What follows belongs to an exercise in optimizing a design on an open flow for small area and a short achievable clock period; a production flow would make more cautious choices.
In this exercise RTL edits were held to simulation tests only and were not proved equivalent to the original.

==> flow/design.v, too long to show whole: its modules and the start of the top module <==
// module tv80s: 120 lines
// module tv80_core: 1633 lines
// module tv80_mcode: 2181 lines
// module tv80_alu: 356 lines
// module tv80_reg: 41 lines
module tv80s ( 
  m1_n, mreq_n, iorq_n, rd_n, wr_n, rfsh_n, halt_n, busak_n, A, dout, 
  reset_n, clk, wait_n, int_n, nmi_n, busrq_n, di
  );
  // ...
==> flow/run.sh <==
#!/bin/bash
# synth_recipe.tcl (not shown) runs the flow's synth.tcl, then flattens the netlist and writes it again
# the make line also repeats each setting of config.mk as NAME=value (left out here)
make -C /OpenROAD-flow-scripts/flow DESIGN_CONFIG=/design/flow/config.mk WORK_HOME=/design/flow/orfs CLKGATE_MAP_FILE= SYNTH_SCRIPT=/design/flow/synth_recipe.tcl finish
==> flow/config.mk <==
export PLATFORM = sky130hd
export DESIGN_NAME = tv80s
export DESIGN_NICKNAME = tv80s
export VERILOG_FILES = /design/flow/design.v
export SDC_FILE = /design/flow/constraint.sdc
export NUM_CORES = 4
export LEC_CHECK = 0
export CAP_MARGIN = 20
export CORE_MARGIN = 2
export CORE_UTILIZATION = 40
export SLEW_MARGIN = 20
==> flow/constraint.sdc <==
create_clock -name core_clock -period 10.5 [get_ports {clk}]
set_input_delay 2.1000 -clock core_clock [delete_from_list [all_inputs] [get_ports {clk}]]
set_output_delay 2.1000 -clock core_clock [all_outputs]
set_load 0.01 [all_outputs]
==> summary.txt, run 1 <==
STA
  • Slew @ Worst Pin: 1.27 ns
  • Slew margin rel.: 0.153
  • Fin. max-slew vios: 0

Run status
  • Status: timing/DRC/antenna clean

Finish
  • Inverters: approximately 110
  • Multi-input logic cell count: 3725
  • Seq area share: 0.293
  • Area Overhead vs Synth: 11.0%
  • Top flop regs: i_tv80_core.i_reg.RegsH x64, i_tv80_core.i_reg.RegsL x64
  • Final clock-cell share: 0.0453

Global route
  • Initial antenna violation count: 13
  • Number of global-route vias before repair: around 39000

Routing
  • Met2 routed wirelength: 87100 um

Yosys
  • Most frequent cell after synthesis: nand2_1
  • Number of synthesized register bits: 452
  • Asr flop ratio synth: 0.624
  • Largest family of logic cells by synthesized area: compound AO/OA/AOI/OAI gates

Floorplanning
  • Initial Util: 0.403
  • Full die area: a little under 100000 sq um

Worst setup path
  • Worst Setup Start Kind: primary input
  • Cells on worst reg2reg path: 21
  • R2R Path End: i_tv80_core.i_reg.RegsH[2][4]$_DFFE_PP_
  • CP Cell Sequence: clkdlybuf4s50_1 > a21oi_1 > o211ai_1 > nand2_1 > buf_4 > nand2_1 > nor4_1 > buf_4 > a211oi_1 > nand4_1 > or2_1 > nor2_2 > or4b_1 > o221a_1
  • CP bufs+invs: 3
==> inputs of run 2 (changes only) <==
--- a/flow/design.v
+++ b/flow/design.v
@@ -180,17 +180,16 @@
   reg [15:0]    SP, PC;
   reg [7:0]     RegDIH;
   reg [7:0]     RegDIL;
   wire [15:0]   RegBusA;
   wire [15:0]   RegBusB;
   wire [15:0]   RegBusC;
   reg [2:0]     RegAddrA_r;
   reg [2:0]     RegAddrA;
-  reg [2:0]     RegAddrA_A, RegAddrA_B;
   reg [2:0]     RegAddrB_r;
   reg [2:0]     RegAddrB;
   reg [2:0]     RegAddrC;
   reg           RegWEH;
   reg           RegWEL;
   reg           Alternate;
   reg [15:0]    TmpAddr;         
   reg [7:0]     IR;              
@@ -288,16 +287,17 @@
   wire           SetDI;
   wire           SetEI;
   wire [1:0]     IMode;
   wire           Halt;
   reg [15:0]     PC16;
   reg [15:0]     PC16_B;
   reg [15:0]     SP16, SP16_A, SP16_B;
   reg [15:0]     ID16_B;
+  integer        id_i;
   reg            Oldnmi_n;
   wire [2:0] MCycles_nA;
   wire [2:0] MCycles_nB;
   reg  [2:0] MCycles_qA;
   reg  [2:0] MCycles_qB;
   wire [2:0] TStates_nA;
   wire [2:0] TStates_nB;
   reg  [2:0] TStates_qA;
@@ -796,23 +796,16 @@
       if (reset_n == 1'b0 ) 
         begin
           PC <= #1 0;   
           A <= #1 0;
           TmpAddr <= #1 0;
           XY_State <= #1 2'b00;
           IStatus <= #1 2'b00;
           mcycles <= #1 3'b000;
-          dout <= #1 8'b00000000;
-          ACC <= #1 8'hFF;
-          F <= #1 8'hFF;
-          Ap <= #1 8'hFF;
-          Fp <= #1 8'hFF;
-          I <= #1 0;
-          SP <= #1 16'hFFFF;
           Alternate <= #1 1'b0;
           Read_To_Reg_r <= #1 5'b00000;
           Arith16_r <= #1 1'b0;
           BTR_r <= #1 1'b0;
           Z16_r <= #1 1'b0;
           ALU_Op_r <= #1 4'b0000;
           Save_ALU_r <= #1 1'b0;
           PreserveC_r <= #1 1'b0;
@@ -1236,36 +1229,25 @@
                 end
             end
           RegBusA_r <= #1 RegBusA;
         end
     end  
   always @(*)
     begin
       if ((tstate[2] || (tstate[3] && mcycle[0] && IncDec_16_qA[2] == 1'b1)) && XY_State == 2'b00)
-        RegAddrA_A = { Alternate, IncDec_16_qA[1:0] };
+        RegAddrA = { Alternate, IncDec_16_qA[1:0] };
       else if ((tstate[2] || (tstate[3] && mcycle[0] && IncDec_16_qA[2] == 1'b1)) && IncDec_16_qA[1:0] == 2'b10)
-        RegAddrA_A = { XY_State[1], 2'b11 };
+        RegAddrA = { XY_State[1], 2'b11 };
       else if (ExchangeDH == 1'b1 && tstate[3])
-        RegAddrA_A = { Alternate, 2'b10 };
+        RegAddrA = { Alternate, 2'b10 };
       else if (ExchangeDH == 1'b1 && tstate[4])
-        RegAddrA_A = { Alternate, 2'b01 };
+        RegAddrA = { Alternate, 2'b01 };
       else
-        RegAddrA_A = RegAddrA_r;
-      if ((tstate[2] || (tstate[3] && mcycle[0] && IncDec_16_qB[2] == 1'b1)) && XY_State == 2'b00)
-        RegAddrA_B = { Alternate, IncDec_16_qB[1:0] };
-      else if ((tstate[2] || (tstate[3] && mcycle[0] && IncDec_16_qB[2] == 1'b1)) && IncDec_16_qB[1:0] == 2'b10)
-        RegAddrA_B = { XY_State[1], 2'b11 };
-      else if (ExchangeDH == 1'b1 && tstate[3])
-        RegAddrA_B = { Alternate, 2'b10 };
-      else if (ExchangeDH == 1'b1 && tstate[4])
-        RegAddrA_B = { Alternate, 2'b01 };
-      else
-        RegAddrA_B = RegAddrA_r;
-      RegAddrA = cc_true ? RegAddrA_B : RegAddrA_A;
+        RegAddrA = RegAddrA_r;
       if (ExchangeDH == 1'b1 && tstate[3])
         RegAddrB = { Alternate, 2'b01 };
       else
         RegAddrB = RegAddrB_r;
     end  
   always @( ALU_Op_r or Auto_Wait_t1 or ExchangeDH
 	   or IncDec_16 or Read_To_Reg_r or Save_ALU_r or mcycle
 	   or tstate or wait_n)
@@ -1726,21 +1708,19 @@
       else
         begin
           SP16_A = SP;
           if (IncDec_16[3] == 1'b1)
             SP16_B = -1;
           else
             SP16_B = 1;
         end
-      if (IncDec_16[3])  
-        ID16_B = -1;
-      else
-        ID16_B = 1;
-      ID16 = RegBusA + ID16_B;
+      ID16_B = IncDec_16[3] ? ~RegBusA : RegBusA;
+      for (id_i = 0; id_i < 16; id_i = id_i + 1)
+        ID16[id_i] = RegBusA[id_i] ^ ((ID16_B & ((16'h1 << id_i) - 16'h1)) == ((16'h1 << id_i) - 16'h1));
       PC16 = PC + PC16_B;
       SP16 = SP16_A + SP16_B;
     end  
   always @( IntCycle or NMICycle or mcycle)
     begin
       Auto_Wait = 1'b0;
       if (IntCycle == 1'b1 || NMICycle == 1'b1 ) 
         begin
@@ -1906,18 +1886,20 @@
             3'b111  : is_cc_true = FF[7] == 1'b1;  
           endcase
         end
     end
   endfunction  
   reg [2:0] DDD;
   reg [2:0] SSS;
   reg [1:0] DPAIR;
-  always @ ( CC or CC2 or IR or ISet or IntCycle or MCycle
-            or NMICycle)
+  wire [2:0] MNum = { MCycle[4] | MCycle[5] | MCycle[6],
+                      MCycle[2] | MCycle[3] | MCycle[6],
+                      MCycle[1] | MCycle[3] | MCycle[5] };
+  always @ (*)
     begin
       DDD = IR[5:3];
       SSS = IR[2:0];
       DPAIR = IR[5:4];
       MCycles = 3'b001;
       if (MCycle[0] ) 
         begin
           TStates = 3'b100;
@@ -2094,88 +2076,88 @@
                   if (MCycle[1])
                     begin
                       Write = 1'b1;
                     end
                 end  
               8'b00010010  :
                 begin
                   MCycles = 3'b010;
-                  case (1'b1)  
-                    MCycle[0] :
+                  case (MNum)  
+                    3'd0 :
                       begin
                         Set_Addr_To = aDE;
                         Set_BusB_To = 4'b0111;
                       end
-                    MCycle[1] :
+                    3'd1 :
                       Write = 1'b1;
                     default :;
                   endcase  
                 end  
               8'b00110010  :
                 begin
                   if (Mode == 3 ) 
                     begin
                       MCycles = 3'b010;
-                      case (1'b1)  
-                        MCycle[0] :
+                      case (MNum)  
+                        3'd0 :
                           begin
                             Set_Addr_To = aXY;
                             Set_BusB_To = 4'b0111;
                           end
-                        MCycle[1] :
+                        3'd1 :
                           begin
                             Write = 1'b1;
                             IncDec_16 = 4'b1110;
                           end
                         default :;
                       endcase  
                     end 
                   else 
                     begin
                       MCycles = 3'b100;
-                      case (1'b1)  
-                        MCycle[1] :
+                      case (MNum)  
+                        3'd1 :
                           begin
                             Inc_PC = 1'b1;
                             LDZ = 1'b1;
                           end
-                        MCycle[2] :
+                        3'd2 :
                           begin
                             Set_Addr_To = aZI;
                             Inc_PC = 1'b1;
                             Set_BusB_To = 4'b0111;
                           end
-                        MCycle[3] :
+                        3'd3 :
                           begin
                             Write = 1'b1;
                           end
                         default :;
                       endcase
                     end  
                 end  
               8'b00000001,8'b00010001,8'b00100001,8'b00110001  :
                 begin
                   MCycles = 3'b011;
-                  case (1'b1)  
-                    MCycle[1] :
+                  case (MNum)  
+                    3'd1 :
                       begin
                         Inc_PC = 1'b1;
                         Read_To_Reg = 1'b1;
                         if (DPAIR == 2'b11 ) 
                           begin
                             Set_BusA_To[3:0] = 4'b1000;
                           end 
                         else 
                           begin
                             Set_BusA_To[2:1] = DPAIR;
                             Set_BusA_To[0] = 1'b1;
                           end
                       end  
-                    MCycle[2] :
+                    3'd2 :
                       begin
                         Inc_PC = 1'b1;
                         Read_To_Reg = 1'b1;
                         if (DPAIR == 2'b11 ) 
                           begin
                             Set_BusA_To[3:0] = 4'b1001;
                           end 
                         else 
@@ -2187,174 +2169,174 @@
                     default :;
                   endcase  
                 end  
               8'b00101010  :
                 begin
                   if (Mode == 3 ) 
                     begin
                       MCycles = 3'b010;
-                      case (1'b1)  
-                        MCycle[0] :
+                      case (MNum)  
+                        3'd0 :
                           Set_Addr_To = aXY;
-                        MCycle[1] :
+                        3'd1 :
                           begin
                             Read_To_Acc = 1'b1;
                             IncDec_16 = 4'b0110;
                           end
                         default :;
                       endcase
                     end 
                   else 
                     begin
                       MCycles = 3'b101;
-                      case (1'b1)  
-                        MCycle[1] :
+                      case (MNum)  
+                        3'd1 :
                           begin
                             Inc_PC = 1'b1;
                             LDZ = 1'b1;
                           end
-                        MCycle[2] :
+                        3'd2 :
                           begin
                             Set_Addr_To = aZI;
                             Inc_PC = 1'b1;
                             LDW = 1'b1;
                           end
-                        MCycle[3] :
+                        3'd3 :
                           begin
                             Set_BusA_To[2:0] = 3'b101;  
                             Read_To_Reg = 1'b1;
                             Inc_WZ = 1'b1;
                             Set_Addr_To = aZI;
                           end
-                        MCycle[4] :
+                        3'd4 :
                           begin
                             Set_BusA_To[2:0] = 3'b100;  
                             Read_To_Reg = 1'b1;
                           end
                         default :;
                       endcase
                     end  
                 end  
               8'b00100010  :
                 begin
                   if (Mode == 3 ) 
                     begin
                       MCycles = 3'b010;
-                      case (1'b1)  
-                        MCycle[0] :
+                      case (MNum)  
+                        3'd0 :
                           begin
                             Set_Addr_To = aXY;
                             Set_BusB_To = 4'b0111;
                           end
-                        MCycle[1] :
+                        3'd1 :
                           begin
                             Write = 1'b1;
                             IncDec_16 = 4'b0110;
                           end
                         default :;
                       endcase
                     end 
                   else 
                     begin
                       MCycles = 3'b101;
-                      case (1'b1)  
-                        MCycle[1] :
+                      case (MNum)  
+                        3'd1 :
                           begin
                             Inc_PC = 1'b1;
                             LDZ = 1'b1;
                           end
-                        MCycle[2] :
+                        3'd2 :
                           begin
                             Set_Addr_To = aZI;
                             Inc_PC = 1'b1;
                             LDW = 1'b1;
                             Set_BusB_To = 4'b0101;  
                           end
-                        MCycle[3] :
+                        3'd3 :
                           begin
                             Inc_WZ = 1'b1;
                             Set_Addr_To = aZI;
                             Write = 1'b1;
                             Set_BusB_To = 4'b0100;  
                           end
-                        MCycle[4] :                          
+                        3'd4 :                          
                           Write = 1'b1;
                         default :;
                       endcase
                     end  
                 end  
               8'b11111001  :
                 begin
                   TStates = 3'b110;
                   LDSPHL = 1'b1;
                 end
               8'b11zz0101 :
                 begin
                   MCycles = 3'b011;
-                  case (1'b1)  
-                    MCycle[0] :
+                  case (MNum)  
+                    3'd0 :
                       begin
                         TStates = 3'b101;
                         IncDec_16 = 4'b1111;
                         Set_Addr_To = aSP;
                         if (DPAIR == 2'b11 ) 
                           begin
                             Set_BusB_To = 4'b0111;
                           end 
                         else
                           begin
                             Set_BusB_To[2:1] = DPAIR;
                             Set_BusB_To[0] = 1'b0;
                             Set_BusB_To[3] = 1'b0;
                           end
                       end  
-                    MCycle[1] :
+                    3'd1 :
                       begin
                         IncDec_16 = 4'b1111;
                         Set_Addr_To = aSP;
                         if (DPAIR == 2'b11 ) 
                           begin
                             Set_BusB_To = 4'b1011;
                           end 
                         else 
                           begin
                             Set_BusB_To[2:1] = DPAIR;
                             Set_BusB_To[0] = 1'b1;
                             Set_BusB_To[3] = 1'b0;
                           end
                         Write = 1'b1;
                       end  
-                    MCycle[2] :
+                    3'd2 :
                       Write = 1'b1;
                     default :;
                   endcase  
                 end  
               8'b11zz0001 :
                 begin
                   MCycles = 3'b011;
-                  case (1'b1)  
-                    MCycle[0] :
+                  case (MNum)  
+                    3'd0 :
                       Set_Addr_To = aSP;
-                    MCycle[1] :
+                    3'd1 :
                       begin
                         IncDec_16 = 4'b0111;
                         Set_Addr_To = aSP;
                         Read_To_Reg = 1'b1;
                         if (DPAIR == 2'b11 ) 
                           begin
                             Set_BusA_To[3:0] = 4'b1011;
                           end 
                         else 
                           begin
                             Set_BusA_To[2:1] = DPAIR;
                             Set_BusA_To[0] = 1'b1;
                           end
                       end  
-                    MCycle[2] :
+                    3'd2 :
                       begin
                         IncDec_16 = 4'b0111;
                         Read_To_Reg = 1'b1;
                         if (DPAIR == 2'b11 ) 
                           begin
                             Set_BusA_To[3:0] = 4'b0111;
                           end 
                         else 
@@ -2373,61 +2355,61 @@
                       ExchangeDH = 1'b1;
                     end
                 end
               8'b00001000  :
                 begin
                   if (Mode == 3 ) 
                     begin
                       MCycles = 3'b101;
-                      case (1'b1)  
-                        MCycle[1] :
+                      case (MNum)  
+                        3'd1 :
                           begin
                             Inc_PC = 1'b1;
                             LDZ = 1'b1;
                           end
-                        MCycle[2] :
+                        3'd2 :
                           begin
                             Set_Addr_To = aZI;
                             Inc_PC = 1'b1;
                             LDW = 1'b1;
                             Set_BusB_To = 4'b1000;
                           end
-                        MCycle[3] :
+                        3'd3 :
                           begin
                             Inc_WZ = 1'b1;
                             Set_Addr_To = aZI;
                             Write = 1'b1;
                             Set_BusB_To = 4'b1001;
                           end
-                        MCycle[4] :
+                        3'd4 :
                           Write = 1'b1;
                         default :;
                       endcase
                     end 
                   else if (Mode < 2 ) 
                     begin
                       ExchangeAF = 1'b1;
                     end
                 end  
               8'b11011001  :
                 begin
                   if (Mode == 3 ) 
                     begin
                       MCycles = 3'b011;
-                      case (1'b1)  
-                        MCycle[0] :
+                      case (MNum)  
+                        3'd0 :
                           Set_Addr_To = aSP;
-                        MCycle[1] :
+                        3'd1 :
                           begin
                             IncDec_16 = 4'b0111;
                             Set_Addr_To = aSP;
                             LDZ = 1'b1;
                           end
-                        MCycle[2] :
+                        3'd2 :
                           begin
                             Jump = 1'b1;
                             IncDec_16 = 4'b0111;
                             I_RETN = 1'b1;
                             SetEI = 1'b1;
                           end
                         default :;
                       endcase
@@ -2437,59 +2419,59 @@
                       ExchangeRS = 1'b1;
                     end
                 end  
               8'b11100011  :
                 begin
                   if (Mode != 3 ) 
                     begin
                       MCycles = 3'b101;
-                      case (1'b1)  
-                        MCycle[0] :
+                      case (MNum)  
+                        3'd0 :
                           Set_Addr_To = aSP;
-                        MCycle[1] :
+                        3'd1 :
                           begin
                             Read_To_Reg = 1'b1;
                             Set_BusA_To = 4'b0101;
                             Set_BusB_To = 4'b0101;
                             Set_Addr_To = aSP;
                           end
-                        MCycle[2] :
+                        3'd2 :
                           begin
                             IncDec_16 = 4'b0111;
                             Set_Addr_To = aSP;
                             TStates = 3'b100;
                             Write = 1'b1;
                           end
-                        MCycle[3] :
+                        3'd3 :
                           begin
                             Read_To_Reg = 1'b1;
                             Set_BusA_To = 4'b0100;
                             Set_BusB_To = 4'b0100;
                             Set_Addr_To = aSP;
                           end
-                        MCycle[4] :
+                        3'd4 :
                           begin
                             IncDec_16 = 4'b1111;
                             TStates = 3'b101;
                             Write = 1'b1;
                           end
                         default :;
                       endcase
                     end  
                 end  
               8'b10zzzzzz :
                 begin
                   if (IR[2:0] == 3'b110)
                     begin
                       MCycles = 3'b010;
-                      case (1'b1)  
-                        MCycle[0] :
+                      case (MNum)  
+                        3'd0 :
                           Set_Addr_To = aXY;
-                        MCycle[1] :
+                        3'd1 :
                           begin
                             Read_To_Reg = 1'b1;
                             Save_ALU = 1'b1;
                             Set_BusB_To[2:0] = SSS;
                             Set_BusA_To[2:0] = 3'b111;
                           end
                         default :;
                       endcase  
@@ -2514,31 +2496,31 @@
                       Set_BusA_To[2:0] = 3'b111;
                     end
                 end
               8'b00zzz100 :
                 begin
                   if (IR[5:3] == 3'b110)
                     begin
                       MCycles = 3'b011;
-                      case (1'b1)  
-                        MCycle[0] :
+                      case (MNum)  
+                        3'd0 :
                           Set_Addr_To = aXY;
-                        MCycle[1] :
+                        3'd1 :
                           begin
                             TStates = 3'b100;
                             Set_Addr_To = aXY;
                             Read_To_Reg = 1'b1;
                             Save_ALU = 1'b1;
                             PreserveC = 1'b1;
                             ALU_Op = 4'b0000;
                             Set_BusB_To = 4'b1010;
                             Set_BusA_To[2:0] = DDD;
                           end  
-                        MCycle[2] :
+                        3'd2 :
                           Write = 1'b1;
                         default :;
                       endcase  
                     end  
                   else
                     begin
                       Set_BusB_To = 4'b1010;
                       Set_BusA_To[2:0] = DDD;
@@ -2548,31 +2530,31 @@
                       ALU_Op = 4'b0000;
                     end
                 end
               8'b00zzz101 :
                 begin               
                   if (IR[5:3] == 3'b110)
                     begin
                       MCycles = 3'b011;
-                      case (1'b1)  
-                        MCycle[0] :
+                      case (MNum)  
+                        3'd0 :
                           Set_Addr_To = aXY;
-                        MCycle[1] :
+                        3'd1 :
                           begin
                             TStates = 3'b100;
                             Set_Addr_To = aXY;
                             ALU_Op = 4'b0010;
                             Read_To_Reg = 1'b1;
                             Save_ALU = 1'b1;
                             PreserveC = 1'b1;
                             Set_BusB_To = 4'b1010;
                             Set_BusA_To[2:0] = DDD;
                           end  
-                        MCycle[2] :
+                        3'd2 :
                           Write = 1'b1;
                         default :;
                       endcase  
                     end
                   else
                     begin
                       Set_BusB_To = 4'b1010;
                       Set_BusA_To[2:0] = DDD;
@@ -2595,85 +2577,85 @@
                 I_CCF = 1'b1;
               8'b00110111  :
                 I_SCF = 1'b1;
               8'b00000000  :
                 begin
                   if (NMICycle == 1'b1 ) 
                     begin
                       MCycles = 3'b011;
-                      case (1'b1)  
-                        MCycle[0] :
+                      case (MNum)  
+                        3'd0 :
                           begin
                             TStates = 3'b101;
                             IncDec_16 = 4'b1111;
                             Set_Addr_To = aSP;
                             Set_BusB_To = 4'b1101;
                           end
-                        MCycle[1] :
+                        3'd1 :
                           begin
                             TStates = 3'b100;
                             Write = 1'b1;
                             IncDec_16 = 4'b1111;
                             Set_Addr_To = aSP;
                             Set_BusB_To = 4'b1100;
                           end
-                        MCycle[2] :
+                        3'd2 :
                           begin
                             TStates = 3'b100;
                             Write = 1'b1;
                           end
                         default :;
                       endcase  
                     end 
                   else if (IntCycle == 1'b1 ) 
                     begin
                       MCycles = 3'b101;
-                      case (1'b1)  
-                        MCycle[0] :
+                      case (MNum)  
+                        3'd0 :
                           begin
                             LDZ = 1'b1;
                             TStates = 3'b101;
                             IncDec_16 = 4'b1111;
                             Set_Addr_To = aSP;
                             Set_BusB_To = 4'b1101;
                           end
-                        MCycle[1] :
+                        3'd1 :
                           begin
                             TStates = 3'b100;
                             Write = 1'b1;
                             IncDec_16 = 4'b1111;
                             Set_Addr_To = aSP;
                             Set_BusB_To = 4'b1100;
                           end
-                        MCycle[2] :
+                        3'd2 :
                           begin
                             TStates = 3'b100;
                             Write = 1'b1;
                           end
-                        MCycle[3] :
+                        3'd3 :
                           begin
                             Inc_PC = 1'b1;
                             LDZ = 1'b1;
                           end
-                        MCycle[4] :
+                        3'd4 :
                           Jump = 1'b1;
                         default :;
                       endcase
                     end
                 end  
               8'b11110011  :
                 SetDI = 1'b1;
               8'b11111011  :
                 SetEI = 1'b1;
               8'b00zz1001  :
                 begin
                   MCycles = 3'b011;
-                  case (1'b1)  
-                    MCycle[1] :
+                  case (MNum)  
+                    3'd1 :
                       begin
                         NoRead = 1'b1;
                         ALU_Op = 4'b0000;
                         Read_To_Reg = 1'b1;
                         Save_ALU = 1'b1;
                         Set_BusA_To[2:0] = 3'b101;
                         case (IR[5:4])
                           0,1,2  :
@@ -2682,17 +2664,17 @@
                               Set_BusB_To[0] = 1'b1;
                             end
                           default :
                             Set_BusB_To = 4'b1000;
                         endcase  
                         TStates = 3'b100;
                         Arith16 = 1'b1;
                       end  
-                    MCycle[2] :
+                    3'd2 :
                       begin
                         NoRead = 1'b1;
                         Read_To_Reg = 1'b1;
                         Save_ALU = 1'b1;
                         ALU_Op = 4'b0001;
                         Set_BusA_To[2:0] = 3'b100;
                         case (IR[5:4])
                           0,1,2  :
@@ -2744,136 +2726,136 @@
               8'b11zzz010  :
                 begin
                   if (IR[5] == 1'b1 && Mode == 3 ) 
                     begin
                       case (IR[4:3])
                         2'b00  :
                           begin
                             MCycles = 3'b010;
-                            case (1'b1)  
-                              MCycle[0] :
+                            case (MNum)  
+                              3'd0 :
                                 begin
                                   Set_Addr_To = aBC;
                                   Set_BusB_To   = 4'b0111;
                                 end
-                              MCycle[1] :
+                              3'd1 :
                                 begin
                                   Write = 1'b1;
                                   IORQ = 1'b1;
                                 end
                               default :;
                             endcase  
                           end  
                         2'b01  :
                           begin
                             MCycles = 3'b100;
-                            case (1'b1)  
-                              MCycle[1] :
+                            case (MNum)  
+                              3'd1 :
                                 begin
                                   Inc_PC = 1'b1;
                                   LDZ = 1'b1;
                                 end
-                              MCycle[2] :
+                              3'd2 :
                                 begin
                                   Set_Addr_To = aZI;
                                   Inc_PC = 1'b1;
                                   Set_BusB_To = 4'b0111;
                                 end
-                              MCycle[3] :
+                              3'd3 :
                                 Write = 1'b1;
                               default :;
                             endcase  
                           end  
                         2'b10  :
                           begin
                             MCycles = 3'b010;
-                            case (1'b1)  
-                              MCycle[0] :
+                            case (MNum)  
+                              3'd0 :
                                 Set_Addr_To = aBC;
-                              MCycle[1] :
+                              3'd1 :
                                 begin
                                   Read_To_Acc = 1'b1;
                                   IORQ = 1'b1;
                                 end
                               default :;
                             endcase  
                           end  
                         2'b11  :
                           begin
                             MCycles = 3'b100;
-                            case (1'b1)  
-                              MCycle[1] :
+                            case (MNum)  
+                              3'd1 :
                                 begin
                                   Inc_PC = 1'b1;
                                   LDZ = 1'b1;
                                 end
-                              MCycle[2] :
+                              3'd2 :
                                 begin
                                   Set_Addr_To = aZI;
                                   Inc_PC = 1'b1;
                                 end
-                              MCycle[3] :
+                              3'd3 :
                                 Read_To_Acc = 1'b1;
                               default :;
                             endcase  
                           end
                       endcase
                     end 
                   else 
                     begin
                       MCycles = 3'b011;
-                      case (1'b1)  
-                        MCycle[1] :
+                      case (MNum)  
+                        3'd1 :
                           begin
                             Inc_PC = 1'b1;
                             LDZ = 1'b1;
                           end
-                        MCycle[2] :
+                        3'd2 :
                           begin
                             Inc_PC = 1'b1;
                             if (CC ) 
                               begin
                                 Jump = 1'b1;
                               end
                           end
                         default :;
                       endcase
                     end  
                 end  
               8'b00011000  :
                 begin
                   if (Mode != 2 ) 
                     begin
                       MCycles = 3'b011;
-                      case (1'b1)  
-                        MCycle[1] :
+                      case (MNum)  
+                        3'd1 :
                           Inc_PC = 1'b1;
-                        MCycle[2] :
+                        3'd2 :
                           begin
                             NoRead = 1'b1;
                             JumpE = 1'b1;
                             TStates = 3'b101;
                           end
                         default :;
                       endcase
                     end  
                 end  
               8'b001zz000  :
                 begin
                   if (Mode != 2 ) 
                     begin
                       MCycles = 3'd3;
-                      case (1'b1)  
-                        MCycle[1] :
+                      case (MNum)  
+                        3'd1 :
                           begin
                             Inc_PC = 1'b1;
                             MCycles = CC2 ? 3'd3 : 3'd2;
                           end
-                        MCycle[2] :
+                        3'd2 :
                           begin
                             NoRead = 1'b1;
                             JumpE = 1'b1;
                             TStates = 3'd5;
                           end
                         default :;
                       endcase
                     end  
@@ -2884,322 +2866,322 @@
                 begin
                   if (Mode == 3 ) 
                     begin
                       I_DJNZ = 1'b1;
                     end 
                   else if (Mode < 2 ) 
                     begin
                       MCycles = 3'b011;
-                      case (1'b1)  
-                        MCycle[0] :
+                      case (MNum)  
+                        3'd0 :
                           begin
                             TStates = 3'b101;
                             I_DJNZ = 1'b1;
                             Set_BusB_To = 4'b1010;
                             Set_BusA_To[2:0] = 3'b000;
                             Read_To_Reg = 1'b1;
                             Save_ALU = 1'b1;
                             ALU_Op = 4'b0010;
                           end
-                        MCycle[1] :
+                        3'd1 :
                           begin
                             I_DJNZ = 1'b1;
                             Inc_PC = 1'b1;
                           end
-                        MCycle[2] :
+                        3'd2 :
                           begin
                             NoRead = 1'b1;
                             JumpE = 1'b1;
                             TStates = 3'b101;
                           end
                         default :;
                       endcase
                     end  
                 end  
               8'b11001101  :
                 begin
                   MCycles = 3'b101;
-                  case (1'b1)  
-                    MCycle[1] :
+                  case (MNum)  
+                    3'd1 :
                       begin
                         Inc_PC = 1'b1;
                         LDZ = 1'b1;
                       end
-                    MCycle[2] :
+                    3'd2 :
                       begin
                         IncDec_16 = 4'b1111;
                         Inc_PC = 1'b1;
                         TStates = 3'b100;
                         Set_Addr_To = aSP;
                         LDW = 1'b1;
                         Set_BusB_To = 4'b1101;
                       end
-                    MCycle[3] :
+                    3'd3 :
                       begin
                         Write = 1'b1;
                         IncDec_16 = 4'b1111;
                         Set_Addr_To = aSP;
                         Set_BusB_To = 4'b1100;
                       end
-                    MCycle[4] :
+                    3'd4 :
                       begin
                         Write = 1'b1;
                         Call = 1'b1;
                       end
                     default :;
                   endcase  
                 end  
               8'b11zzz100  :
                 begin
                   if (IR[5] == 1'b0 || Mode != 3 ) 
                     begin
                       MCycles = 3'b101;
-                      case (1'b1)  
-                        MCycle[1] :
+                      case (MNum)  
+                        3'd1 :
                           begin
                             Inc_PC = 1'b1;
                             LDZ = 1'b1;
                           end
-                        MCycle[2] :
+                        3'd2 :
                           begin
                             Inc_PC = 1'b1;
                             LDW = 1'b1;
                             if (CC ) 
                               begin
                                 IncDec_16 = 4'b1111;
                                 Set_Addr_To = aSP;
                                 TStates = 3'b100;
                                 Set_BusB_To = 4'b1101;
                               end 
                             else 
                               begin
                                 MCycles = 3'b011;
                               end  
                           end  
-                        MCycle[3] :
+                        3'd3 :
                           begin
                             Write = 1'b1;
                             IncDec_16 = 4'b1111;
                             Set_Addr_To = aSP;
                             Set_BusB_To = 4'b1100;
                           end
-                        MCycle[4] :
+                        3'd4 :
                           begin
                             Write = 1'b1;
                             Call = 1'b1;
                           end
                         default :;
                       endcase
                     end  
                 end  
               8'b11001001  :
                 begin
                   MCycles = 3'b011;
-                  case (1'b1)  
-                    MCycle[0] :
+                  case (MNum)  
+                    3'd0 :
                       begin
                         TStates = 3'b101;
                         Set_Addr_To = aSP;
                       end
-                    MCycle[1] :
+                    3'd1 :
                       begin
                         IncDec_16 = 4'b0111;
                         Set_Addr_To = aSP;
                         LDZ = 1'b1;
                       end
-                    MCycle[2] :
+                    3'd2 :
                       begin
                         Jump = 1'b1;
                         IncDec_16 = 4'b0111;
                       end
                     default :;
                   endcase  
                 end  
               8'b11000000,8'b11001000,8'b11010000,8'b11011000,8'b11100000,8'b11101000,8'b11110000,8'b11111000  :
                 begin                  
                   if (IR[5] == 1'b1 && Mode == 3 ) 
                     begin
                       case (IR[4:3])
                         2'b00  :
                           begin
                             MCycles = 3'b011;
-                            case (1'b1)  
-                              MCycle[1] :
+                            case (MNum)  
+                              3'd1 :
                                 begin
                                   Inc_PC = 1'b1;
                                   Set_Addr_To = aIOA;
                                   Set_BusB_To   = 4'b0111;
                                 end
-                              MCycle[2] :
+                              3'd2 :
                                 Write = 1'b1;
                               default :;
                             endcase  
                           end  
                         2'b01  :
                           begin
                             MCycles = 3'b011;
-                            case (1'b1)  
-                              MCycle[1] :
+                            case (MNum)  
+                              3'd1 :
                                 begin
                                   ALU_Op = 4'b0000;
                                   Inc_PC = 1'b1;
                                   Read_To_Reg = 1'b1;
                                   Save_ALU = 1'b1;
                                   Set_BusA_To = 4'b1000;
                                   Set_BusB_To = 4'b0110;
                                 end
-                              MCycle[2] :
+                              3'd2 :
                                 begin
                                   NoRead = 1'b1;
                                   Read_To_Reg = 1'b1;
                                   Save_ALU = 1'b1;
                                   ALU_Op = 4'b0001;
                                   Set_BusA_To = 4'b1001;
                                   Set_BusB_To = 4'b1110;         
                                 end
                               default :;
                             endcase  
                           end  
                         2'b10  :
                           begin
                             MCycles = 3'b011;
-                            case (1'b1)  
-                              MCycle[1] :
+                            case (MNum)  
+                              3'd1 :
                                 begin
                                   Inc_PC = 1'b1;
                                   Set_Addr_To = aIOA;
                                 end
-                              MCycle[2] :
+                              3'd2 :
                                 Read_To_Acc = 1'b1;
                               default :;
                             endcase  
                           end  
                         2'b11  :
                           begin
                             MCycles = 3'b101;
-                            case (1'b1)  
-                              MCycle[1] :
+                            case (MNum)  
+                              3'd1 :
                                 begin
                                   Inc_PC = 1'b1;
                                   LDZ = 1'b1;
                                 end
-                              MCycle[2] :
+                              3'd2 :
                                 begin
                                   Set_Addr_To = aZI;
                                   Inc_PC = 1'b1;
                                   LDW = 1'b1;
                                 end
-                              MCycle[3] :
+                              3'd3 :
                                 begin
                                   Set_BusA_To[2:0] = 3'b101;  
                                   Read_To_Reg = 1'b1;
                                   Inc_WZ = 1'b1;
                                   Set_Addr_To = aZI;
                                 end
-                              MCycle[4] :
+                              3'd4 :
                                 begin
                                   Set_BusA_To[2:0] = 3'b100;  
                                   Read_To_Reg = 1'b1;
                                 end
                               default :;
                             endcase  
                           end  
                       endcase  
                     end 
                   else 
                     begin
                       MCycles = 3'b011;
-                      case (1'b1)  
-                        MCycle[0] :
+                      case (MNum)  
+                        3'd0 :
                           begin
                             if (CC )                              
                               begin
                                 Set_Addr_To = aSP;
                               end 
                             else 
                               begin
                                 MCycles = 3'b001;
                               end
                             TStates = 3'b101;
                           end  
-                        MCycle[1] :
+                        3'd1 :
                           begin
                             IncDec_16 = 4'b0111;
                             Set_Addr_To = aSP;
                             LDZ = 1'b1;
                           end
-                        MCycle[2] :
+                        3'd2 :
                           begin
                             Jump = 1'b1;
                             IncDec_16 = 4'b0111;
                           end
                         default :;
                       endcase
                     end  
                 end  
               8'b11000111,8'b11001111,8'b11010111,8'b11011111,8'b11100111,8'b11101111,8'b11110111,8'b11111111  :
                 begin
                   MCycles = 3'b011;
-                  case (1'b1)  
-                    MCycle[0] :
+                  case (MNum)  
+                    3'd0 :
                       begin
                         TStates = 3'b101;
                         IncDec_16 = 4'b1111;
                         Set_Addr_To = aSP;
                         Set_BusB_To = 4'b1101;
                       end
-                    MCycle[1] :
+                    3'd1 :
                       begin
                         Write = 1'b1;
                         IncDec_16 = 4'b1111;
                         Set_Addr_To = aSP;
                         Set_BusB_To = 4'b1100;
                       end
-                    MCycle[2] :
+                    3'd2 :
                       begin
                         Write = 1'b1;
                         RstP = 1'b1;
                       end
                     default :;
                   endcase  
                 end  
               8'b11011011  :
                 begin
                   if (Mode != 3 ) 
                     begin
                       MCycles = 3'b011;
-                      case (1'b1)  
-                        MCycle[1] :
+                      case (MNum)  
+                        3'd1 :
                           begin
                             Inc_PC = 1'b1;
                             Set_Addr_To = aIOA;
                           end
-                        MCycle[2] :
+                        3'd2 :
                           begin
                             Read_To_Acc = 1'b1;
                             IORQ = 1'b1;
                           end
                         default :;
                       endcase
                     end  
                 end  
               8'b11010011  :
                 begin
                   if (Mode != 3 ) 
                     begin
                       MCycles = 3'b011;
-                      case (1'b1)  
-                        MCycle[1] :
+                      case (MNum)  
+                        3'd1 :
                           begin
                             Inc_PC = 1'b1;
                             Set_Addr_To = aIOA;
                             Set_BusB_To = 4'b0111;
                           end
-                        MCycle[2] :
+                        3'd2 :
                           begin
                             Write = 1'b1;
                             IORQ = 1'b1;
                           end
                         default :;
                       endcase
                     end  
                 end  
@@ -3244,28 +3226,28 @@
                     ALU_Op = 4'b1000;
                     Read_To_Reg = 1'b1;
                     Save_ALU = 1'b1;
                   end
                 end  
               8'b00zzz110  :
                 begin
                   MCycles = 3'b011;
-                  case (1'b1)  
-                    MCycle[0], MCycle[6] :
+                  case (MNum)  
+                    3'd0, 3'd6 :
                       Set_Addr_To = aXY;
-                    MCycle[1] :
+                    3'd1 :
                       begin
                         ALU_Op = 4'b1000;
                         Read_To_Reg = 1'b1;
                         Save_ALU = 1'b1;
                         Set_Addr_To = aXY;
                         TStates = 3'b100;
                       end
-                    MCycle[2] :
+                    3'd2 :
                       Write = 1'b1;
                     default :;
                   endcase  
                 end  
               8'b01000000,8'b01000001,8'b01000010,8'b01000011,8'b01000100,8'b01000101,8'b01000111,
                   8'b01001000,8'b01001001,8'b01001010,8'b01001011,8'b01001100,8'b01001101,8'b01001111,
                   8'b01010000,8'b01010001,8'b01010010,8'b01010011,8'b01010100,8'b01010101,8'b01010111,
                   8'b01011000,8'b01011001,8'b01011010,8'b01011011,8'b01011100,8'b01011101,8'b01011111,
@@ -3278,20 +3260,20 @@
                         begin
                           Set_BusB_To[2:0] = IR[2:0];
                           ALU_Op = 4'b1001;
                         end
                     end  
               8'b01000110,8'b01001110,8'b01010110,8'b01011110,8'b01100110,8'b01101110,8'b01110110,8'b01111110  :
                 begin
                   MCycles = 3'b010;
-                  case (1'b1)  
-                    MCycle[0], MCycle[6] :
+                  case (MNum)  
+                    3'd0, 3'd6 :
                       Set_Addr_To = aXY;
-                    MCycle[1] :
+                    3'd1 :
                       begin
                         ALU_Op = 4'b1001;
                         TStates = 3'b100;
                       end
                     default :;
                   endcase  
                 end  
               8'b11000000,8'b11000001,8'b11000010,8'b11000011,8'b11000100,8'b11000101,8'b11000111,
@@ -3308,28 +3290,28 @@
                           ALU_Op = 4'b1010;
                           Read_To_Reg = 1'b1;
                           Save_ALU = 1'b1;
                         end
                     end  
               8'b11000110,8'b11001110,8'b11010110,8'b11011110,8'b11100110,8'b11101110,8'b11110110,8'b11111110  :
                 begin
                   MCycles = 3'b011;
-                  case (1'b1)  
-                    MCycle[0], MCycle[6] :
+                  case (MNum)  
+                    3'd0, 3'd6 :
                       Set_Addr_To = aXY;
-                    MCycle[1] :
+                    3'd1 :
                       begin
                         ALU_Op = 4'b1010;
                         Read_To_Reg = 1'b1;
                         Save_ALU = 1'b1;
                         Set_Addr_To = aXY;
                         TStates = 3'b100;
                       end
-                    MCycle[2] :
+                    3'd2 :
                       Write = 1'b1;
                     default :;
                   endcase  
                 end  
               8'b10000000,8'b10000001,8'b10000010,8'b10000011,8'b10000100,8'b10000101,8'b10000111,
                   8'b10001000,8'b10001001,8'b10001010,8'b10001011,8'b10001100,8'b10001101,8'b10001111,
                   8'b10010000,8'b10010001,8'b10010010,8'b10010011,8'b10010100,8'b10010101,8'b10010111,
                   8'b10011000,8'b10011001,8'b10011010,8'b10011011,8'b10011100,8'b10011101,8'b10011111,
@@ -3343,28 +3325,28 @@
                           ALU_Op = 4'b1011;
                           Read_To_Reg = 1'b1;
                           Save_ALU = 1'b1;
                         end
                     end  
               8'b10000110,8'b10001110,8'b10010110,8'b10011110,8'b10100110,8'b10101110,8'b10110110,8'b10111110  :
                 begin
                   MCycles = 3'b011;
-                  case (1'b1)  
-                    MCycle[0], MCycle[6] :
+                  case (MNum)  
+                    3'd0, 3'd6 :
                       Set_Addr_To = aXY;
-                    MCycle[1] :
+                    3'd1 :
                       begin
                         ALU_Op = 4'b1011;
                         Read_To_Reg = 1'b1;
                         Save_ALU = 1'b1;
                         Set_Addr_To = aXY;
                         TStates = 3'b100;
                       end
-                    MCycle[2] :
+                    3'd2 :
                       Write = 1'b1;
                     default :;
                   endcase  
                 end  
             endcase  
           end  
         default :
           begin : default_ed_block
@@ -3387,44 +3369,44 @@
               8'b01001111  :
                 begin
                   Special_LD = 3'b111;
                   TStates = 3'b101;
                 end
               8'b01001011,8'b01011011,8'b01101011,8'b01111011  :
                 begin
                   MCycles = 3'b101;
-                  case (1'b1)  
-                    MCycle[1] :
+                  case (MNum)  
+                    3'd1 :
                       begin
                         Inc_PC = 1'b1;
                         LDZ = 1'b1;
                       end
-                    MCycle[2] :
+                    3'd2 :
                       begin
                         Set_Addr_To = aZI;
                         Inc_PC = 1'b1;
                         LDW = 1'b1;
                       end
-                    MCycle[3] :
+                    3'd3 :
                       begin
                         Read_To_Reg = 1'b1;
                         if (IR[5:4] == 2'b11 ) 
                           begin
                             Set_BusA_To = 4'b1000;
                           end 
                         else 
                           begin
                             Set_BusA_To[2:1] = IR[5:4];
                             Set_BusA_To[0] = 1'b1;
                           end
                         Inc_WZ = 1'b1;
                         Set_Addr_To = aZI;
                       end  
-                    MCycle[4] :
+                    3'd4 :
                       begin
                         Read_To_Reg = 1'b1;
                         if (IR[5:4] == 2'b11 ) 
                           begin
                             Set_BusA_To = 4'b1001;
                           end 
                         else 
                           begin
@@ -3433,139 +3415,139 @@
                           end
                       end  
                     default :;
                   endcase  
                 end  
               8'b01000011,8'b01010011,8'b01100011,8'b01110011  :
                 begin
                   MCycles = 3'b101;
-                  case (1'b1)  
-                    MCycle[1] :
+                  case (MNum)  
+                    3'd1 :
                       begin
                         Inc_PC = 1'b1;
                         LDZ = 1'b1;
                       end
-                    MCycle[2] :
+                    3'd2 :
                       begin
                         Set_Addr_To = aZI;
                         Inc_PC = 1'b1;
                         LDW = 1'b1;
                         if (IR[5:4] == 2'b11 ) 
                           begin
                             Set_BusB_To = 4'b1000;
                           end 
                         else 
                           begin
                             Set_BusB_To[2:1] = IR[5:4];
                             Set_BusB_To[0] = 1'b1;
                             Set_BusB_To[3] = 1'b0;
                           end
                       end  
-                    MCycle[3] :
+                    3'd3 :
                       begin
                         Inc_WZ = 1'b1;
                         Set_Addr_To = aZI;
                         Write = 1'b1;
                         if (IR[5:4] == 2'b11 ) 
                           begin
                             Set_BusB_To = 4'b1001;
                           end 
                         else 
                           begin
                             Set_BusB_To[2:1] = IR[5:4];
                             Set_BusB_To[0] = 1'b0;
                             Set_BusB_To[3] = 1'b0;
                           end
                       end  
-                    MCycle[4] :
+                    3'd4 :
                       begin
                         Write = 1'b1;
                       end
                     default :;
                   endcase  
                 end  
               8'b10100000 , 8'b10101000 , 8'b10110000 , 8'b10111000  :
                 begin
                   MCycles = 3'b100;
-                  case (1'b1)  
-                    MCycle[0] :
+                  case (MNum)  
+                    3'd0 :
                       begin
                         Set_Addr_To = aXY;
                         IncDec_16 = 4'b1100;  
                       end
-                    MCycle[1] :
+                    3'd1 :
                       begin
                         Set_BusB_To = 4'b0110;
                         Set_BusA_To[2:0] = 3'b111;
                         ALU_Op = 4'b0000;
                         Set_Addr_To = aDE;
                         if (IR[3] == 1'b0 ) 
                           begin
                             IncDec_16 = 4'b0110;  
                           end 
                         else 
                           begin
                             IncDec_16 = 4'b1110;
                           end
                       end  
-                    MCycle[2] :
+                    3'd2 :
                       begin
                         I_BT = 1'b1;
                         TStates = 3'b101;
                         Write = 1'b1;
                         if (IR[3] == 1'b0 ) 
                           begin
                             IncDec_16 = 4'b0101;  
                           end 
                         else 
                           begin
                             IncDec_16 = 4'b1101;
                           end
                       end  
-                    MCycle[3] :
+                    3'd3 :
                       begin
                         NoRead = 1'b1;
                         TStates = 3'b101;
                       end
                     default :;
                   endcase  
                 end  
               8'b10100001 , 8'b10101001 , 8'b10110001 , 8'b10111001  :
                 begin
                   MCycles = 3'b100;
-                  case (1'b1)  
-                    MCycle[0] :
+                  case (MNum)  
+                    3'd0 :
                       begin
                         Set_Addr_To = aXY;
                         IncDec_16 = 4'b1100;  
                       end
-                    MCycle[1] :
+                    3'd1 :
                       begin
                         Set_BusB_To = 4'b0110;
                         Set_BusA_To[2:0] = 3'b111;
                         ALU_Op = 4'b0111;
                         Save_ALU = 1'b1;
                         PreserveC = 1'b1;
                         if (IR[3] == 1'b0 ) 
                           begin
                             IncDec_16 = 4'b0110;
                           end 
                         else 
                           begin
                             IncDec_16 = 4'b1110;
                           end
                       end  
-                    MCycle[2] :
+                    3'd2 :
                       begin
                         NoRead = 1'b1;
                         I_BC = 1'b1;
                         TStates = 3'b101;
                       end
-                    MCycle[3] :
+                    3'd3 :
                       begin
                         NoRead = 1'b1;
                         TStates = 3'b101;
                       end
                     default :;
                   endcase  
                 end  
               8'b01000100,8'b01001100,8'b01010100,8'b01011100,8'b01100100,8'b01101100,8'b01110100,8'b01111100  :
@@ -3582,18 +3564,18 @@
                 end
               8'b01010110,8'b01110110  :
                 IMode = 2'b01;
               8'b01011110,8'b01110111  :
                 IMode = 2'b10;
               8'b01001010,8'b01011010,8'b01101010,8'b01111010  :
                 begin
                   MCycles = 3'b011;
-                  case (1'b1)  
-                    MCycle[1] :
+                  case (MNum)  
+                    3'd1 :
                       begin
                         NoRead = 1'b1;
                         ALU_Op = 4'b0001;
                         Read_To_Reg = 1'b1;
                         Save_ALU = 1'b1;
                         Set_BusA_To[2:0] = 3'b101;
                         case (IR[5:4])
                           0,1,2  :
@@ -3601,17 +3583,17 @@
                               Set_BusB_To[2:1] = IR[5:4];
                               Set_BusB_To[0] = 1'b1;
                             end
                           default :
                             Set_BusB_To = 4'b1000;
                         endcase
                         TStates = 3'b100;
                       end  
-                    MCycle[2] :
+                    3'd2 :
                       begin
                         NoRead = 1'b1;
                         Read_To_Reg = 1'b1;
                         Save_ALU = 1'b1;
                         ALU_Op = 4'b0001;
                         Set_BusA_To[2:0] = 3'b100;
                         case (IR[5:4])
                           0,1,2  :
@@ -3624,18 +3606,18 @@
                         endcase  
                       end  
                     default :;
                   endcase  
                 end  
               8'b01000010,8'b01010010,8'b01100010,8'b01110010  :
                 begin
                   MCycles = 3'b011;
-                  case (1'b1)  
-                    MCycle[1] :
+                  case (MNum)  
+                    3'd1 :
                       begin
                         NoRead = 1'b1;
                         ALU_Op = 4'b0011;
                         Read_To_Reg = 1'b1;
                         Save_ALU = 1'b1;
                         Set_BusA_To[2:0] = 3'b101;
                         case (IR[5:4])
                           0,1,2  :
@@ -3643,17 +3625,17 @@
                               Set_BusB_To[2:1] = IR[5:4];
                               Set_BusB_To[0] = 1'b1;
                             end
                           default :
                             Set_BusB_To = 4'b1000;
                         endcase
                         TStates = 3'b100;
                       end  
-                    MCycle[2] :
+                    3'd2 :
                       begin
                         NoRead = 1'b1;
                         ALU_Op = 4'b0011;
                         Read_To_Reg = 1'b1;
                         Save_ALU = 1'b1;
                         Set_BusA_To[2:0] = 3'b100;
                         case (IR[5:4])
                           0,1,2  :
@@ -3663,208 +3645,208 @@
                         endcase
                       end  
                     default :;
                   endcase  
                 end  
               8'b01101111  :
                 begin
                   MCycles = 3'b100;
-                  case (1'b1)  
-                    MCycle[1] :
+                  case (MNum)  
+                    3'd1 :
                       begin
                         NoRead = 1'b1;
                         Set_Addr_To = aXY;
                       end
-                    MCycle[2] :
+                    3'd2 :
                       begin
                         Read_To_Reg = 1'b1;
                         Set_BusB_To[2:0] = 3'b110;
                         Set_BusA_To[2:0] = 3'b111;
                         ALU_Op = 4'b1101;
                         TStates = 3'b100;
                         Set_Addr_To = aXY;
                         Save_ALU = 1'b1;
                       end
-                    MCycle[3] :
+                    3'd3 :
                       begin
                         I_RLD = 1'b1;
                         Write = 1'b1;
                       end
                     default :;
                   endcase  
                 end  
               8'b01100111  :
                 begin
                   MCycles = 3'b100;
-                  case (1'b1)  
-                    MCycle[1] :
+                  case (MNum)  
+                    3'd1 :
                       Set_Addr_To = aXY;
-                    MCycle[2] :
+                    3'd2 :
                       begin
                         Read_To_Reg = 1'b1;
                         Set_BusB_To[2:0] = 3'b110;
                         Set_BusA_To[2:0] = 3'b111;
                         ALU_Op = 4'b1110;
                         TStates = 3'b100;
                         Set_Addr_To = aXY;
                         Save_ALU = 1'b1;
                       end
-                    MCycle[3] :
+                    3'd3 :
                       begin
                         I_RRD = 1'b1;
                         Write = 1'b1;
                       end
                     default :;
                   endcase  
                 end  
               8'b01000101,8'b01001101,8'b01010101,8'b01011101,8'b01100101,8'b01101101,8'b01110101,8'b01111101  :
                 begin
                   MCycles = 3'b011;
-                  case (1'b1)  
-                    MCycle[0] :
+                  case (MNum)  
+                    3'd0 :
                       Set_Addr_To = aSP;
-                    MCycle[1] :
+                    3'd1 :
                       begin
                         IncDec_16 = 4'b0111;
                         Set_Addr_To = aSP;
                         LDZ = 1'b1;
                       end
-                    MCycle[2] :
+                    3'd2 :
                       begin
                         Jump = 1'b1;
                         IncDec_16 = 4'b0111;
                         I_RETN = 1'b1;
                       end
                     default :;
                   endcase  
                 end  
               8'b01000000,8'b01001000,8'b01010000,8'b01011000,8'b01100000,8'b01101000,8'b01110000,8'b01111000  :
                 begin
                   MCycles = 3'b010;
-                  case (1'b1)  
-                    MCycle[0] :
+                  case (MNum)  
+                    3'd0 :
                       Set_Addr_To = aBC;
-                    MCycle[1] :
+                    3'd1 :
                       begin
                         IORQ = 1'b1;
                         if (IR[5:3] != 3'b110 ) 
                           begin
                             Read_To_Reg = 1'b1;
                             Set_BusA_To[2:0] = IR[5:3];
                           end
                         I_INRC = 1'b1;
                       end
                     default :;
                   endcase  
                 end  
               8'b01000001,8'b01001001,8'b01010001,8'b01011001,8'b01100001,8'b01101001,8'b01110001,8'b01111001  :
                 begin
                   MCycles = 3'b010;
-                  case (1'b1)  
-                    MCycle[0] :
+                  case (MNum)  
+                    3'd0 :
                       begin
                         Set_Addr_To = aBC;
                         Set_BusB_To[2:0]        = IR[5:3];
                         if (IR[5:3] == 3'b110 ) 
                           begin
                             Set_BusB_To[3] = 1'b1;
                           end
                       end
-                    MCycle[1] :
+                    3'd1 :
                       begin
                         Write = 1'b1;
                         IORQ = 1'b1;
                       end
                     default :;
                   endcase  
                 end  
               8'b10100010 , 8'b10101010 , 8'b10110010 , 8'b10111010  :
                 begin
                   MCycles = 3'b100;
-                  case (1'b1)  
-                    MCycle[0] :
+                  case (MNum)  
+                    3'd0 :
                       begin
                         Set_Addr_To = aBC;
                         Set_BusB_To = 4'b1010;
                         Set_BusA_To = 4'b0000;
                         Read_To_Reg = 1'b1;
                         Save_ALU = 1'b1;
                         ALU_Op = 4'b0010;
                       end
-                    MCycle[1] :
+                    3'd1 :
                       begin
                         IORQ = 1'b1;
                         Set_BusB_To = 4'b0110;
                         Set_Addr_To = aXY;
                       end
-                    MCycle[2] :
+                    3'd2 :
                       begin
                         if (IR[3] == 1'b0 ) 
                           begin
 			    IncDec_16 = 4'b0110;
                           end 
                         else 
                           begin
 			    IncDec_16 = 4'b1110;
                           end
                         TStates = 3'b100;
                         Write = 1'b1;
                         I_BTR = 1'b1;
                       end  
-                    MCycle[3] :
+                    3'd3 :
                       begin
                         NoRead = 1'b1;
                         TStates = 3'b101;
                       end
                     default :;
                   endcase  
                 end  
               8'b10100011 , 8'b10101011 , 8'b10110011 , 8'b10111011  :
                 begin
                   MCycles = 3'b100;
-                  case (1'b1)  
-                    MCycle[0] :
+                  case (MNum)  
+                    3'd0 :
                       begin
                         TStates = 3'b101;
                         Set_Addr_To = aXY;
                         Set_BusB_To = 4'b1010;
                         Set_BusA_To = 4'b0000;
                         Read_To_Reg = 1'b1;
                         Save_ALU = 1'b1;
                         ALU_Op = 4'b0010;
                       end
-                    MCycle[1] :
+                    3'd1 :
                       begin
                         Set_BusB_To = 4'b0110;
                         Set_Addr_To = aBC;
                         if (IR[3] == 1'b0 ) 
                           begin
                             IncDec_16 = 4'b0110;
                           end 
                         else 
                           begin
                             IncDec_16 = 4'b1110;
                           end
                       end
-                    MCycle[2] :
+                    3'd2 :
                       begin
                         if (IR[3] == 1'b0 ) 
                           begin
                             IncDec_16 = 4'b0010;
                           end 
                         else 
                           begin
                             IncDec_16 = 4'b1010;
                           end
                         IORQ = 1'b1;
                         Write = 1'b1;
                         I_BTR = 1'b1;
                       end  
-                    MCycle[3] :
+                    3'd3 :
                       begin
                         NoRead = 1'b1;
                         TStates = 3'b101;
                       end
                     default :;
                   endcase  
                 end  
               default : ;
==> run 2 against run 1 <==
  * Synthesized cell count is 3.0% lower
  * Global-route usage hardly changed
  * Critical endpoint is now i_tv80_core.IncDec_16_qA[0]$_DFFE_PN0N_
  * Count of clock-buffer cells in the layout is 8 higher
  * Fmax is 0.22% lower
  * Critical path depth is 2 lower
  * Non-clock buffer count is 27 lower
  * Sequential cell count stayed put
  * Critical path type is now reg2reg
  * First-iteration DRC count is 6.2% lower
  * Setup slack worse by 0.016 ns
  * Register-to-register slack worse by 0.05 ns
==> summary.txt, run 2 <==
Yosys
  • Post-synthesis compound-gate area fraction: 0.290
  • Post-synth top area share: 0.188
  • Synth Area in Simple Gates: 0.196
  • Post-Synthesis Cells: roughly 4500
  • Syn Area/Cell: 8.29 sq um
  • Largest family of logic cells by synthesized area: compound AO/OA/AOI/OAI gates
  • Post-synth top flop: edfxtp_1
  • Post-synthesis adder-cell area fraction: 0.0315
  • Most frequent cell after synthesis: nand2_1
  • Synth Warn #: 5
  • Post-synth EDFFs: roughly 230
  • Area leader, netlist: edfxtp_1
  • Distinct cells, synth: approximately 120
  • Number of synthesized register bits: 452 (unchanged)
  • Asr flop ratio synth: 0.482 (-0.142)
  • Synth Net Count: 4622
  • Synth cell count leaders: nand2_1, nor2_1, a21oi_1
  • Synthesized area: around 37000 sq um
  • Post-synthesis sequential area ratio: 0.334
  • Synth area leaders: edfxtp_1, dfrtp_1, nand2_1
  • XOR/XNOR Fraction of Synth Area: 0.0229
  • Post-synthesis mux area share: 0.0769

Clock network
  • Post-CTS Setup Inserts: 0
  • Deepest clock path buffer count: 3
  • CTS Hold Buffers Added: 0
  • Worst-Skew Late Latency: approximately 0.70 ns
  • CTS Buf Count: 55
  • CTS tree: yes
  • Reg clk slew, reported paths: around 0.060 ns
  • Post_cts resized: 0
  • Htree depth: 2
  • # clock sinks: between 400 and 500
  • CTS root buffer: clkbuf_16

Routing
  • Vias per cell: 7.05
  • Final wirelength: approximately 200000 um
  • Starting DRC count in detailed routing: around 6000
  • Antenna Nets Post-Route: 0
  • First-pass DRT Iterations: 8
  • Avg WL per Cell: around 36 um
  • Routed vias: between 40000 and 50000
  • Residual DRC: 0

Floorplanning
  • Rows: approximately 110
  • Die Y: approximately 310 um
  • Die X: slightly above 300 um
  • Core area: between 90000 and 100000 sq um
  • Full die area: 96100 sq um (-0.53%)
  • Initial Util: 0.402 (-0.000950)
  • Io pins: 46

Worst setup path
  • WS Path Type: reg2reg
  • CP Cell Sequence: nand3b_1 > or4_1 > a21boi_0 > o21a_1 > buf_4 > a211oi_1 > o31ai_1 > nand2_1 > a211oi_1 > nor3_1 > and3_1 > nor3_1
  • CP bufs+invs: 1 (-2)
  • Stages on worst setup path: 12
  • Crit Path Max Fanout: 14
  • Crit end category: flop
  • Worst Setup Start Kind: flop
  • Crit-path slowest cell: o31ai_1
  • Critical Path AT: 7.76 ns
  • Critical Path RT: between 10 and 15 ns
  • Crit-path leading delay family: compound AO/OA/AOI/OAI gates
  • Worst stage delay on the critical path: 0.98 ns
  • Cells on worst reg2reg path: 12 (-43%)

Global route
  • Number of global-route vias before repair: 37500 (-4.0%)
  • Initial antenna violation count: 8 (-5)
  • Largest net degree at the start of global routing: between 60 and 70
  • First-pass GRT wire length: 287000 um
  • Tot GR Track Use: 0.416
  • Gr ovfl total: 0

STA
  • Unrepaired setup endpoints after global routing: false
  • Tcrit/Tclk final: 0.683
  • Fin Hold WS: between 0.4 and 0.5 ns
  • Setup violators final: 0
  • Setup TNS Final: 0 ns
  • Slew margin rel.: 0.198 (+0.0451)
  • Layout Skew: between 0.04 and 0.05 ns
  • Final Hold Fails: 0
  • Min Clock Period, post-route: about 7.2 ns
  • Slew @ Worst Pin: 1.19 ns (-0.0721 ns)
  • Fin. max-slew vios: 0 (unchanged)
  • Achievable clock frequency: approximately 140 MHz

Finish
  • Area Overhead vs Synth: 10.3%
  • Post-layout instance area: just over 40000 sq um
  • Most common cell after layout, fill and taps aside: nand2_1
  • Most frequent cells in the layout: nand2_1, nor2_1, a21oi_1
  • Fillers: about 9400
  • Final Non-Filler Cells: around 5700
  • Share of cells above drive strength 1: 0.106
  • Layout net count: around 4500
  • Top flop regs: i_tv80_core.i_reg.RegsH x64, i_tv80_core.i_reg.RegsL x64

Placed design
  • Dpl hpwl: 151000 um
  • Buffers on Ports: 44
  • GPL Wtd Cong: between 1 and 1.5
  • Dpl cells: roughly 5600
  • Area post-placement: 39500 sq um

Run status
  • Status: timing/DRC/antenna clean

Hold path
  • Hold depth: 2
  • Type of the tightest min-delay check: reg2reg

Job
  • MaxCap Viol Count: 0
run 2: final cells by class:
| cell class | instances | area (sq um) | share of cell area |
|---|---|---|---|
| clock inverters | 28 | 274 | 0.00663 |
| clock buffers | 76 | 1560 | 0.0376 |
| flip-flops and latches | 452 | 12500 | 0.303 |
| inverters | 106 | 398 | 0.00963 |
| diodes | 2 | 5.00 | 0.000121 |
| well taps | 1254 | 1570 | 0.0380 |
| multi-input cells | 3611 | 23300 | 0.563 |
| repair buffers | 214 | 1720 | 0.0417 |
run 2: cells by family after synthesis:
family | after synthesis
flops | 452
other cells | 1
compound gates | 1618
mux | 221
xor+xnor | 98
simple gates | 1583
buf+inv | 455
fa+ha+maj | 90
run 2: worst min-delay path, delay by kind of cell, from the launching register on:
kind | cells | cell delay, ns
AND/OR/NAND/NOR | 1 | 0.04
AO/OA/AOI/OAI | 1 | 0.06
flip-flops | 1 | 0.34
run 2: final timing paths:
| path | from | endpoint | slack, ns |
|---|---|---|---|
| max | i_tv80_core.IR[5]$_DFF_PN0_ | i_tv80_core.IncDec_16_qA[0]$_DFFE_PN0N_ | 3.33 |
| min | i_tv80_core.A[4]$_DFFE_PN0P_ | i_tv80_core.A[4]$_DFFE_PN0P_ | 0.47 |
| max reg2reg | i_tv80_core.IR[5]$_DFF_PN0_ | i_tv80_core.IncDec_16_qA[0]$_DFFE_PN0N_ | 3.33 |
| min reg2reg | i_tv80_core.A[4]$_DFFE_PN0P_ | i_tv80_core.A[4]$_DFFE_PN0P_ | 0.47 |
| max in group asynchronous | reset_n | i_tv80_core.Set_BusB_To_qA[2]$_DFFE_PN0N_ | 7.15 |
| min in group asynchronous | reset_n | i_tv80_core.A[12]$_DFFE_PN0P_ | 1.28 |
run 2: routing by layer:
metal  global-route usage  vias to the layer above  share of wire  wire length (um)
met3                0.101                      688           0.11             22600
met1                0.549                    19800           0.39             80500
li1                     -                    17100              -                 -
met2                0.609                     2917           0.42             85100
met4                0.266                       14          0.080             16300
met5                    0                        -        0.00060               122
run 2: stage by stage:
step | setup WS (ns) | util
6_report | 3.33 | 0.444
5_1_grt | 3.53 | 0.444
4_1_cts | 3.72 | 0.444
3_5_place_dp | 3.31 | 0.424
3_3_place_gp | 3.33 | 0.424
2_1_floorplan | 4.61 | -
==> inputs of run 3 (changes only) <==
--- a/flow/config.mk
+++ b/flow/config.mk
@@ -10,2 +10,3 @@
 export CORE_UTILIZATION = 40
+export SETUP_SLACK_MARGIN = 4.2
 export SLEW_MARGIN = 20
==> run 3 against run 2 <==
  * Die area unchanged
  * First-iteration DRC count is 1.8% lower
  * Fmax up 12%
==> summary.txt, run 3 <==
Run status
  • Status: timing/DRC/antenna clean

Clock network
  • Deepest clock path buffer count: 3 (unchanged)
  • CTS root buffer: clkbuf_16
  • CTS Hold Buffers Added: 0 (unchanged)
  • Htree depth: 2 (unchanged)
  • Worst-Skew Late Latency: 0.69 ns (about the same)

Worst setup path
  • Critical Path AT: 6.99 ns (-0.77 ns)
  • Worst r2r src: i_tv80_core.IR[5]$_DFF_PN0_
  • Worst stage delay on the critical path: 0.86 ns (-0.12 ns)
  • CP Cell Sequence: nand3b_1 > or4_1 > a21boi_0 > o21a_1 > buf_4 > a211oi_1 > o31ai_2 > nand2_2 > a211oi_1 > nor3_1 > and3_1 > nor3_1

Global route
  • Routing usage on met1: 0.548 (about the same)
  • Gr ovfl total: 0 (unchanged)
  • First-pass GRT wire length: 287000 um (about the same)
  • Number of global-route vias before repair: 37600 (+0.22%)
  • Initial antenna violation count: 6 (-2)
  • Met2 Usage GRT: 0.606 (-0.00327)
  • M3 GR Usage: 0.105 (+0.00422)
  • Most used routing layer: met2

Finish
  • Fillers: 9356 (unchanged)
  • Layout net count: 4554 (+0.22%)
  • Most frequent cells in the layout: nand2_1, nor2_1, a21oi_1
  • Share of cells above drive strength 1: 0.112 (+0.00621)
  • Top flop regs: i_tv80_core.i_reg.RegsH x64, i_tv80_core.i_reg.RegsL x64

Yosys
  • Post-synthesis sequential area ratio: 0.334 (unchanged)
  • Synth area leaders: edfxtp_1, dfrtp_1, nand2_1
  • Number of synthesized register bits: 452 (unchanged)
  • Synth cell count leaders: nand2_1, nor2_1, a21oi_1

STA
  • Slew margin rel.: 0.186 (-0.0121)
  • Min Clock Period, post-route: 6.40 ns (-0.774 ns)
  • Unrepaired setup endpoints after global routing: true
  • Fin. max-slew vios: 0 (unchanged)
  • Setup TNS Final: 0 ns (unchanged)
  • Achievable clock frequency: 156 MHz (+12%)
  • Slew @ Worst Pin: 1.19 ns (-0.00665 ns)

Hold path
  • Worst min-delay path startpoint: i_tv80_core.A[4]$_DFFE_PN0P_

Placed design
  • Dpl hpwl: 151000 um (unchanged)

Routing
  • Final wirelength: 205000 um (about the same)
  • Antenna Nets Post-Route: 0 (unchanged)
  • Routed vias: 40700 (+0.44%)
  • Avg WL per Cell: 35.6 um (-0.22%)
  • First-pass DRT Iterations: 8 (unchanged)
  • Starting DRC count in detailed routing: 5925 (-1.8%)

Floorplanning
  • Die X: 310 um (unchanged)
  • Rows: 112 (unchanged)
  • Io pins: 46 (unchanged)
-- run 3: cell counts after synthesis --
No cell type changed its count.
-- run 3: timing repair --
| item | in CTS | in global routing |
|---|---|---|
| buffers inserted | 0 | 9 |
| endpoints found under the setup margin | 37 | 63 |
| gates resized for setup | 10 | 17 |
| pin swaps | 0 | 4 |
-- run 3: final timing paths --
| kind | end | slack, ns | depth (start not counted) |
|---|---|---|---|
| setup / recovery | i_tv80_core.IncDec_16_qA[0]$_DFFE_PN0N_ | 4.10 | 12 |
| hold / removal | i_tv80_core.A[4]$_DFFE_PN0P_ | 0.47 | 2 |
| setup reg to reg | i_tv80_core.IncDec_16_qA[0]$_DFFE_PN0N_ | 4.10 | 12 |
| hold reg to reg | i_tv80_core.A[4]$_DFFE_PN0P_ | 0.47 | 2 |
| max in group asynchronous | i_tv80_core.Set_BusB_To_qA[2]$_DFFE_PN0N_ | 7.14 | 3 |
| min in group asynchronous | i_tv80_core.A[12]$_DFFE_PN0P_ | 1.29 | 1 |
-- run 3: per-stage QoR --
step | utilization | instances | instance area, sq um | setup WS (ns)
3_5_place_dp | 0.424 | 5637 | 39500 | 3.31
5_1_grt | 0.446 | 5751 | 41500 | 4.05
2_1_floorplan | - | 4518 | 37400 | 4.61
3_3_place_gp | 0.424 | 5637 | 39500 | 3.33
4_1_cts | 0.444 | 5741 | 41300 | 4.23
6_report | 0.446 | 5755 | 41500 | 4.10
-- run 3: cell families (layout without fill, tap and decap cells) --
family / count (synthesis) / after routing / share of synthesized area
AO/OA/AOI/OAI: 1618 / 1618 / 0.290
AND/OR/NAND/NOR: 1583 / 1583 / 0.196
buffers and inverters: 455 / 434 / 0.0491
flip-flops: 452 / 452 / 0.334
multiplexers: 221 / 221 / 0.0769
XOR/XNOR: 98 / 98 / 0.0229
adder cells (fa/ha/maj): 90 / 90 / 0.0315
other: 1 / 5 / 0.000100
-- run 3: layout make-up --
type,count,share of cell area
clock buffers,76,0.0375
well taps,1254,0.0378
multi-input cells,3611,0.563
repair buffers,224,0.0436
diodes,4,0.000241
clock inverters,28,0.00660
inverters,106,0.00959
flip-flops and latches,452,0.302
-- run 3: metal layers --
layer / wire length, um / vias to the layer above
met4: 16100 / 6
met1: 80400 / 20000
li1: - / 17100
met2: 85300 / 2829
met3: 22800 / 709
met5: 39 / -
-- run 3: tightest hold or removal path: stages, from the launching register on --
cell	delay, ns
dfrtp_1	0.34
nand2_1	0.04
o21ai_0	0.06

## static timing again, ports no longer ideal
In the flow no input, the clock included, has a driving cell. The finished layouts below were timed again as built, in two steps.
Step 1 sets driving cells, clkbuf_16 on the clock port and buf_2 on the other inputs (assumed; they add their load-dependent delay and slew).
Step 2 times the ports against the registers' clock, not the clock port: input delays grow and output delays shrink by t, the midpoint of the rising clock arrivals with the driver on.
Three values: ideal, step 1, step 2; two values: the first two.
run | shift t [ns] | setup slack, ns | latest minus earliest clock arrival (ns) | worst data-port slew with drivers (ns)
run 1 | 0.709 | 3.346 / 3.383 / 2.678 | 0.037 / 0.036 | 0.05
run 2 | 0.738 | 3.330 / 3.330 / 3.012 | 0.049 / 0.050 | 0.05
run 3 | 0.746 | 4.105 / 4.105 / 3.488 | 0.045 / 0.045 | 0.05
After both steps setup and hold are still met in every run listed. The setup slack of run 1, which loses most, moves by +0.037 ns with the drivers and by -0.668 ns with both steps.
